What follows belongs to an exercise in optimizing a design on an open flow for small area and a short achievable clock period; a production flow would make more cautious choices.
Only simulation tests tie the RTL to the original design; equivalence was not proved.
No activity file was given, so power comes from the tool's default toggle rates.

==> design/flow/design.v <==
`default_nettype none
module top (
  input  logic hz100, reset,
  input  logic [20:0] pb,
  output logic [7:0] ss7, ss6, ss5, ss4, ss3, ss2, ss1, ss0,
  output logic red, green
);
  logic [3:0] shift;
  logic hzX;
  always_ff @(posedge hz100, posedge reset)
    if (reset)
      shift <= 4'b1;
    else
      shift <= {shift[2:0], shift[3]};
  assign hzX = shift[2];
  lunarlander #(16'h800, 16'h4500, 16'h0, 16'h5) ll (
    .hz100(hz100), .clk(hzX), .rst(reset), .in(pb[19:0]), .crash(red), .land(green),
    .ss({ss7, ss6, ss5, ss4, ss3, ss2, ss1, ss0})
  );
endmodule
module lunarlander #(
  parameter FUEL=16'h800,
  parameter ALTITUDE=16'h4500,
  parameter VELOCITY=16'h0,
  parameter THRUST=16'h5,
  parameter GRAVITY=16'h5
  )(
  input logic hz100, clk, rst,    
  input logic [19:0] in,
  output logic [63:0] ss,
  output logic crash, land
);
  logic [15:0] alt, vel, fuel, thrust, newalt, newvel, newfuel, manualthrust;
  bcdaddsub4 bas4(.a(alt), .b(vel), .op(1'b0), .s(newalt)); 
  logic [15:0] intval;
  bcdaddsub4 subtract(.a(vel), .b(GRAVITY), .op(1'b1), .s(intval));
  bcdaddsub4 add(.a(intval), .b(thrust), .op(1'b0), .s(newvel));
  bcdaddsub4 new_fuel(.a(fuel), .b(thrust), .op(1'b1), .s(newfuel));
  logic [4:0] keycode;
  logic strobe;
  scankey sk1 (.clk(hz100), .rst(rst), .in(in[19:0]), .strobe(strobe), .out(keycode));
  always_ff @(posedge hz100,  posedge rst)
    if (rst == 1'b1)
      manualthrust <= THRUST;
    else if (strobe)
      manualthrust <= {11'b0, keycode};
  typedef enum logic [2:0] {INIT=0, CALC=1, SET=2, CHK=3, HLT=4} flight_t;
  logic [2:0] flight;
  logic nland, ncrash;
  always_ff @ (posedge hz100, posedge rst) begin
    if(rst) begin
      flight <= INIT;
      crash <= 1'b0;
      land <= 1'b0;
      ncrash <= 1'b0;
      nland <= 1'b0;
      fuel <= FUEL;
      alt <= ALTITUDE;
      vel <= VELOCITY;
      thrust <= THRUST;
    end
    else if (clk) begin
      case(flight)
        INIT: flight <= CALC;
        CALC: flight <= SET;
        SET: begin begin if (newfuel[15] == 1)
                    fuel <= 0; 
                   else
                    fuel <= newfuel; 
                   alt <= newalt; 
                   vel <= newvel; end
                   if(newfuel <= 0 || fuel == 0)
                      thrust <= 0;
                   else 
                    thrust <= manualthrust;
                   flight <= CHK; end
        CHK: begin if ((newalt[15] == 1) && (thrust <= 5) && (newvel > 16'h9970)) begin
                    nland <= 1;
                    flight <= HLT; end
                    else if (newalt[15] == 1) begin
                      ncrash <= 1;
                      flight <= HLT; end
                    else 
                      flight <= CALC; end
        HLT: begin land <= nland; crash <= ncrash; alt <= 0; vel <= 0; end
      endcase
    end    
  end
  logic [23:0] lookupmsg [3:0];
  logic [1:0] sel;
  logic [15:0] val;
  always_comb begin
    lookupmsg[0] = 24'b011101110011100001111000;   
    lookupmsg[1] = 24'b001111100111100100111000;   
    lookupmsg[2] = 24'b011011110111011101101101;   
    lookupmsg[3] = 24'b011110000111011001010000;   
    case(sel)
      0: val = alt;
      1: val = vel;
      2: val = fuel;
      3: val = thrust;
    endcase
  end
  logic [63:0] valdisp;
  display_32_bit show_val (.in({16'b0, val}), .out(valdisp));
  always_comb begin
    ss = {lookupmsg[sel], 8'b0, valdisp[31:0]};
  end
  always_ff @(posedge hz100, posedge rst)
    if(rst)
       sel <= 0;
    else if (strobe) begin
      case (keycode)
        5'b10000: sel <= 3;
        5'b10001: sel <= 2;
        5'b10010: sel <= 1;
        5'b10011: sel <= 0;
      endcase
    end
endmodule
module bcdaddsub4 (input logic [15:0] a, b, input logic op, output logic [15:0]s);
    logic [3:0]out1, out2, out3, out4;
    logic [15:0]cin, bNew;
    bcd9comp1 cmp1(.in(b[3:0]), .out(out1));
    bcd9comp1 cmp2(.in(b[7:4]), .out(out2));
    bcd9comp1 cmp3(.in(b[11:8]), .out(out3));
    bcd9comp1 cmp4(.in(b[15:12]), .out(out4));
    assign cin = {out4, out3, out2, out1};
    assign bNew = op == 1 ? cin : b;
    bcdadd4 ba1(.a(a), .b(bNew), .ci(op), .co(), .s(s));
endmodule
module bcdadd4 (input logic [15:0] a, b, input logic ci, output logic co,output logic [15:0]s);
    logic co1, co2, co3;
    bcdadd1 ba1(.a(a[ 3: 0]), .b(b[ 3: 0]), .ci(ci ), .co(co1), .s(s[ 3: 0]));
    bcdadd1 ba2(.a(a[ 7: 4]), .b(b[ 7: 4]), .ci(co1), .co(co2), .s(s[ 7: 4]));
    bcdadd1 ba3(.a(a[11: 8]), .b(b[11: 8]), .ci(co2), .co(co3), .s(s[11: 8]));
    bcdadd1 ba4(.a(a[15:12]), .b(b[15:12]), .ci(co3), .co(co ), .s(s[15:12]));
endmodule
module bcd9comp1(input logic [3:0]in, output logic [3:0]out);
  always_comb
    case(in)
      4'b0000: out = 4'b1001;
      4'b0001: out = 4'b1000;
      4'b0010: out = 4'b0111;
      4'b0011: out = 4'b0110;
      4'b0100: out = 4'b0101;
      4'b0101: out = 4'b0100;
      4'b0110: out = 4'b0011;
      4'b0111: out = 4'b0010;
      4'b1000: out = 4'b0001;
      4'b1001: out = 4'b0000;
      default: out = 4'b0000;
    endcase
endmodule
module bcdadd1 (input logic [3:0]a, b, input logic ci, output logic co, output logic [3:0]s);
  logic [3:0]z, bNew;
  logic cout;
  fa4 f1(.a(a), .b(b), .ci(ci), .s(z), .co(cout));
  assign co = cout | z[3] & z[2] | z[3] & z[1];
  assign bNew = {1'b0, co, co, 1'b0};
  fa4 add(.a(bNew), .b(z), .ci(1'b0), .s(s), .co());
endmodule
module fa4(input logic [3:0]a, b, input logic ci, output logic [3:0] s, output logic co);
  logic co1, co2, co3;
  fa f1(.a(a[0]), .b(b[0]), .ci(ci), .s(s[0]), .co(co1));
  fa f2(.a(a[1]), .b(b[1]), .ci(co1), .s(s[1]), .co(co2));
  fa f3(.a(a[2]), .b(b[2]), .ci(co2), .s(s[2]), .co(co3));
  fa f4(.a(a[3]), .b(b[3]), .ci(co3), .s(s[3]), .co(co));
endmodule
module fa (input logic a, b, ci, output logic s, co);
  assign s = a ^ b ^ ci;
  assign co = a &b | a&ci | b&ci;
endmodule
module scankey(input logic clk, input logic rst, input logic [19:0] in, output logic [4:0] out, output logic strobe);
  assign out[0] = in[1] | in[3] | in[5] | in[7] | in[9]  | in[11] | in[13] | in[15] | in[17] | in[19];
  assign out[1] = in[2] | in[3] | in[6] | in[7] | in[10] | in[11] | in[14] | in[15] | in[18] | in[19];
  assign out[2] = in[4] | in[5] | in[6] | in[7] | in[12] | in[13] | in[14] | in[15];
  assign out[3] = in[8] | in[9] | in[10] | in[11] | in[12] | in[13] | in[14] | in[15];
  assign out[4] = in[16] | in[17] | in[18] | in[19];
  logic delay0, delay1;
  logic [3:0] next_out;
  always_ff @ (posedge clk, posedge rst) begin
    if(rst) begin
    delay0 <= 0;
    delay1 <= 0;
    end
    else begin
    delay0 <= |in[19:0];
    delay1 <= delay0;
    end
  end
  assign strobe = delay0 & ~delay1;    
endmodule
module display_32_bit (input logic [31:0] in, output logic [63:0] out);
  ssdec s0(.out(out[6:0]), .in(in[3:0]), .enable(1'b1));
  ssdec s1(.out(out[14:8]), .in(in[7:4]), .enable(|in[31:4]));
  ssdec s2(.out(out[22:16]), .in(in[11:8]), .enable(|in[31:8]));
  ssdec s3(.out(out[30:24]), .in(in[15:12]), .enable(|in[31:12]));
  ssdec s4(.out(out[38:32]), .in(in[19:16]), .enable(|in[31:16]));
  ssdec s5(.out(out[46:40]), .in(in[23:20]), .enable(|in[31:20]));
  ssdec s6(.out(out[54:48]), .in(in[27:24]), .enable(|in[31:24]));
  ssdec s7(.out(out[62:56]), .in(in[31:28]), .enable(|in[31:28]));
  assign out[7] = 0;
  assign out[15] = 0;
  assign out[23] = 0;
  assign out[31] = 0;
  assign out[39] = 0;
  assign out[47] = 0;
  assign out[55] = 0;
  assign out[63] = 0;
endmodule
module ssdec (input logic [3:0]in, output logic [6:0] out, input logic enable);
    logic [6:0] SEG7 [15:0];
    assign SEG7[4'h0] = enable == 1 ? 7'b0111111: 7'b0000000; 
    assign SEG7[4'h1] = enable == 1 ? 7'b0000110: 7'b0000000; 
    assign SEG7[4'h2] = enable == 1 ? 7'b1011011: 7'b0000000; 
    assign SEG7[4'h3] = enable == 1 ? 7'b1001111: 7'b0000000; 
    assign SEG7[4'h4] = enable == 1 ? 7'b1100110: 7'b0000000; 
    assign SEG7[4'h5] = enable == 1 ? 7'b1101101: 7'b0000000; 
    assign SEG7[4'h6] = enable == 1 ? 7'b1111101: 7'b0000000; 
    assign SEG7[4'h7] = enable == 1 ? 7'b0000111: 7'b0000000; 
    assign SEG7[4'h8] = enable == 1 ? 7'b1111111: 7'b0000000; 
    assign SEG7[4'h9] = enable == 1 ? 7'b1100111: 7'b0000000; 
    assign SEG7[4'ha] = enable == 1 ? 7'b1110111: 7'b0000000; 
    assign SEG7[4'hb] = enable == 1 ? 7'b1111100: 7'b0000000; 
    assign SEG7[4'hc] = enable == 1 ? 7'b0111001: 7'b0000000; 
    assign SEG7[4'hd] = enable == 1 ? 7'b1011110: 7'b0000000; 
    assign SEG7[4'he] = enable == 1 ? 7'b1111001: 7'b0000000; 
    assign SEG7[4'hf] = enable == 1 ? 7'b1110001: 7'b0000000; 
    assign {out[6:0]} = SEG7[in];
endmodule
==> design/flow/run.sh <==
#!/bin/bash
# synth_recipe.tcl (not shown) runs the flow's synth.tcl, then flattens the netlist and writes it again
# the make line also repeats each setting of config.mk as NAME=value (left out here)
make -C /OpenROAD-flow-scripts/flow DESIGN_CONFIG=/design/flow/config.mk WORK_HOME=/design/flow/orfs CLKGATE_MAP_FILE= SYNTH_SCRIPT=/design/flow/synth_recipe.tcl finish
==> design/flow/config.mk <==
export PLATFORM = sky130hd
export DESIGN_NAME = top
export DESIGN_NICKNAME = top
export VERILOG_FILES = /design/flow/design.v
export SDC_FILE = /design/flow/constraint.sdc
export NUM_CORES = 8
export LEC_CHECK = 0
export CAP_MARGIN = 20
export CORE_MARGIN = 2
export CORE_UTILIZATION = 40
export SETUP_SLACK_MARGIN = 4.0
export SLEW_MARGIN = 20
==> design/flow/constraint.sdc <==
create_clock -name core_clock -period 10.0 [get_ports {hz100}]
set_input_delay 2.0000 -clock core_clock [delete_from_list [all_inputs] [get_ports {hz100}]]
set_output_delay 2.0000 -clock core_clock [all_outputs]
set_load 0.01 [all_outputs]
==> results.py <==
metrics = {
    "run_status": {
        "run_status": "no timing/DRC/antenna violations",
    },
    "synth": {
        "synth_seq_area_share_pct": 27.5,
        "syn_area_per_cell_sq_um": 8.79,
        "synthFlopType": "sky130_fd_sc_hd__dfrtp_1",
        "yosys-top-cells-count": "95 x sky130_fd_sc_hd__inv_1, 81 x sky130_fd_sc_hd__ha_1, 71 x sky130_fd_sc_hd__nand2_1",
        "synthesis_stage_register_bit_count": 72,
        "synthArstFlopShare_pct": 100,
        "most_used_standard_cell_by_instance_count_after_synthesis": "sky130_fd_sc_hd__inv_1",
        "synth_top_area_share_pct": 23.9,
        "synth.cell_area_sq_um": 6600,
        "most_area_hungry_cell_type_in_the_yosys_netlist": "sky130_fd_sc_hd__dfrtp_1",
        "synth_edf_count": 0,
        "yosys_warnings": 7,
        "yosysUniqueCellTypes": 56,
        "syn-instance-count": 751,
        "synthTopCellsByArea": "sky130_fd_sc_hd__dfrtp_1 24%, sky130_fd_sc_hd__ha_1 15%, sky130_fd_sc_hd__fa_1 7.0%",
    },
    "finish": {
        "n_antenna_cell": 0,
        "final-instance-count-excl-fill": 1090,
        "seqCellArea_sq_um": 1820,
        "layout-area-overhead-vs-synth_pct": 38.6,
        "layout-drive-gt1-share_pct": 28.7,
        "fillerInstances": 1355,
        "area_of_the_multi_input_gates_sq_um": 5060,
        "final_area_sq_um": 9150,
        "fin_util_pct": 57.2,
        "design.final.nets": 996,
    },
    "drt": {
        "detail_route.iter0.violations": 402,
        "wl_met2_mm": 8.90,
        "drc": 0,
        "route.top_layer_used": "met4",
        "wl_per_cell_um": 16.7,
        "via_count_normalized_by_instance_count": 5.39,
        "wirelength_met1_mm": 7.92,
        "detail-route-antenna-nets": 0,
        "vias": 5874,
        "met3_length_um": 943,
        "1st_pass_router_iterations": 5,
        "wl_mm": 18.2,
    },
    "flow_run": {
        "drv.max_cap_violation_count": 0,
    },
    "sta": {
        "slew_viol_final": 0,
        "finalSetupTns_ns": 0,
        "fin_worst_skew_ns": 0.00579,
        "max_freq_mhz": 128,
        "worst_pin_slew_ns": 0.954,
        "finalWorstPathRequiredPeriod_ns": 7.78,
        "final_min_period_over_clock_period_pct": 77.8,
        "number_of_setup_violations_in_the_final_report": 0,
        "timing.slew.headroom_pct": 36.4,
        "finalHoldViolCount": 0,
        "rsz0062_at_grt": "true",
    },
    "pwr": {
        "power.leakage_nw": 3.93,
        "pwr_density_cell_nw_per_um2": 75.8,
        "worst_ir_drop_vdd_v": 0.0000772,
        "total_power_uw": 694,
    },
    "placed_design": {
        "io_buffers": 68,
        "dpl-instance-area_sq_um": 7490,
        "dp.cells": 1004,
        "hpwl_mm": 11.6,
        "gp_congestion": 0.819,
    },
    "clock_network": {
        "cts-buffers-inserted": 9,
        "clk-insertion-delay-late_ns": 0.33,
        "clk_root_buffer_cell": "sky130_fd_sc_hd__clkbuf_16",
        "ctsLongestPathBuffers": 2,
        "cts-hold-fix-buffers": 0,
        "worst_setup_hold_path_clk_slew_ns": 0.06,
        "tritoncts_num_sinks": 72,
        "cts_htree_levels": 3,
        "cts_tree": "yes",
    },
    "worst_setup_path": {
        "crit_slowest_cell": "sky130_fd_sc_hd__fa_1",
        "cp.required_ns": 10.22,
        "critPathBufInv": 10,
        "end_kind": "register",
        "critical_path_peak_fanout": 3,
        "timing_worst_setup_path_type": "reg -> reg",
        "cp_top_delay_family": "adder cells",
        "worstPathArrival_ns": 8.00,
        "crit_path_max_incr_delay_ns": 0.55,
        "cp_common_cell": "sky130_fd_sc_hd__fa_2",
        "worst_setup_path_start_kind": "register",
    },
    "global_route": {
        "antenna_found_initial": 0,
        "grt-ovfl-total": 0,
        "number_of_global_route_vias_before_repair": 5806,
        "grt_pass1_wl_mm": 27.9,
        "grt_start_max_net_pins": 73,
        "grt_util_all_layers_pct": 19.6,
    },
    "floorplan": {
        "x_dimension_of_the_die_um": 132,
        "row_count": 46,
        "die_area_sq_um": 17500,
        "chipHeight_um": 132,
        "core_region_area_sq_um": 16000,
        "ios": 89,
        "start_util_pct": 41.3,
    },
    "hold_path": {
        "min_path_type": "reg -> reg",
    },
}
[layer usage]
metal / track usage (%) / vias to the layer above
met1: 25.1 / 2841
met5: 0 / -
met3: 2.80 / 27
li1: - / 2799
met4: 7.23 / 0
met2: 33.7 / 207
[sequential cells by signal, indices dropped and copies added (netlist names), 2 cells and up]
signal,flops
ll.alt,16
ll.vel,16
ll.fuel,15
ll.manualthrust,5
ll.thrust,5
shift,4
ll.flight,3
ll.sel,2
[placed cells by master, fill, tap and decap left out, types with 22 or more instances in the layout]
| cell | n |
|---|---|
| sky130_fd_sc_hd__a21oi_1 | 22 |
| sky130_fd_sc_hd__a22o_1 | 22 |
| sky130_fd_sc_hd__buf_4 | 68 |
| sky130_fd_sc_hd__clkdlybuf4s50_1 | 68 |
| sky130_fd_sc_hd__dfrtp_1 | 60 |
| sky130_fd_sc_hd__ha_1 | 32 |
| sky130_fd_sc_hd__ha_4 | 43 |
| sky130_fd_sc_hd__inv_1 | 69 |
| sky130_fd_sc_hd__inv_2 | 26 |
| sky130_fd_sc_hd__nand2_1 | 70 |
| sky130_fd_sc_hd__nor2_1 | 36 |
| sky130_fd_sc_hd__o21ai_0 | 33 |
[worst paths after layout]
check | cells past startpoint | startpoint | slack, ns | end
worst max-delay path | 35 | ll.alt[0]$_DFFE_PP0P_ | 2.22 | ll.flight[2]$_DFFE_PP0P_
worst min-delay path | 0 | shift[1]$_DFF_PP0_ | 0.35 | shift[2]$_DFF_PP0_
worst max register to register | 35 | ll.alt[0]$_DFFE_PP0P_ | 2.22 | ll.flight[2]$_DFFE_PP0P_
worst min register to register | 0 | shift[1]$_DFF_PP0_ | 0.35 | shift[2]$_DFF_PP0_
max in group asynchronous | 3 | reset | 7.05 | ll.vel[0]$_DFFE_PP0P_
min in group asynchronous | 3 | reset | 2.29 | ll.fuel[14]$_DFFE_PP0P_
[where the power goes]
group	switching, mW	internal (mW)
logic	0.0119	0.00804
clock network	0.130	0.252
registers	0.0000738	0.292
total	0.142	0.552
[per-stage QoR]
stage	hold WS (ns)	setup WS, ns
floorplan	0.331	2.53
global placement	0.336	2.08
detailed placement	0.339	1.86
CTS	0.349	2.35
global route	0.358	1.90
finish	0.351	2.22
[cell families (layout without fill, tap and decap cells)]
kind of cell / after synthesis / count (layout) / share of synthesized area [%]
AND/OR/NAND/NOR: 185 / 185 / 13.3
AO/OA/AOI/OAI: 184 / 184 / 18.4
flip-flops: 72 / 72 / 27.5
adder cells (fa/ha/maj): 104 / 104 / 22.3
other: 2 / 19 / 0.114
XOR/XNOR: 39 / 39 / 5.17
multiplexers: 15 / 15 / 2.45
buffers and inverters: 150 / 256 / 10.8
[area by class of cell]
| type | count | share of cell area (%) |
|---|---|---|
| Timing Repair Buffer | 144 | 14.0 |
| Inverter | 96 | 3.97 |
| Sequential cell | 72 | 19.9 |
| Clock buffer | 10 | 2.61 |
| Clock inverter | 6 | 1.26 |
| Multi-Input combinational cell | 546 | 55.4 |
| Tap cell | 216 | 2.95 |
[timing repair]
action,4_1_cts,5_1_grt
pin swaps,43,53
cloned,1,0
buffers inserted,46,23
setup endpoints to repair,37,41
resized for setup,76,65
[worst register-to-register path: cells and delay by family, from the launching register on]
family / cells / cell delay [ns]
AOI/OAI and AO/OA: 5 / 0.91
and+or+nand+nor: 2 / 0.26
buffers and inverters: 10 / 0.64
xor gates and xnor gates: 1 / 0.26
DFF: 1 / 0.36
adders and majority gates: 17 / 5.25

## static timing again, ports no longer ideal
How much do the figures lean on ideal ports? The routed layout below was timed once more, with nothing changed but the port constraints. Step 1 (the two cells are an assumption about what drives the block):
set clk [get_ports {hz100}]
set_driving_cell -lib_cell sky130_fd_sc_hd__clkbuf_16 $clk
set_driving_cell -lib_cell sky130_fd_sc_hd__buf_2 [delete_from_list [all_inputs] $clk]
Step 2 also shifts input and output timing later by t, the mid clock arrival at the registers, as if the neighbouring blocks saw the same clock. Slacks: ideal / step 1 / step 2; pairs: ideal / step 1.
shift t [ns]: 0.369
setup slack, ns: 2.216 / 2.216 / 2.216
worst setup path after step 2: register to register
clock arrival spread, ns: 0.006 / 0.006
After both steps this run still meets setup and hold. The setup slack of this run moves by 0.000 ns with the drivers and by 0.000 ns with both steps.
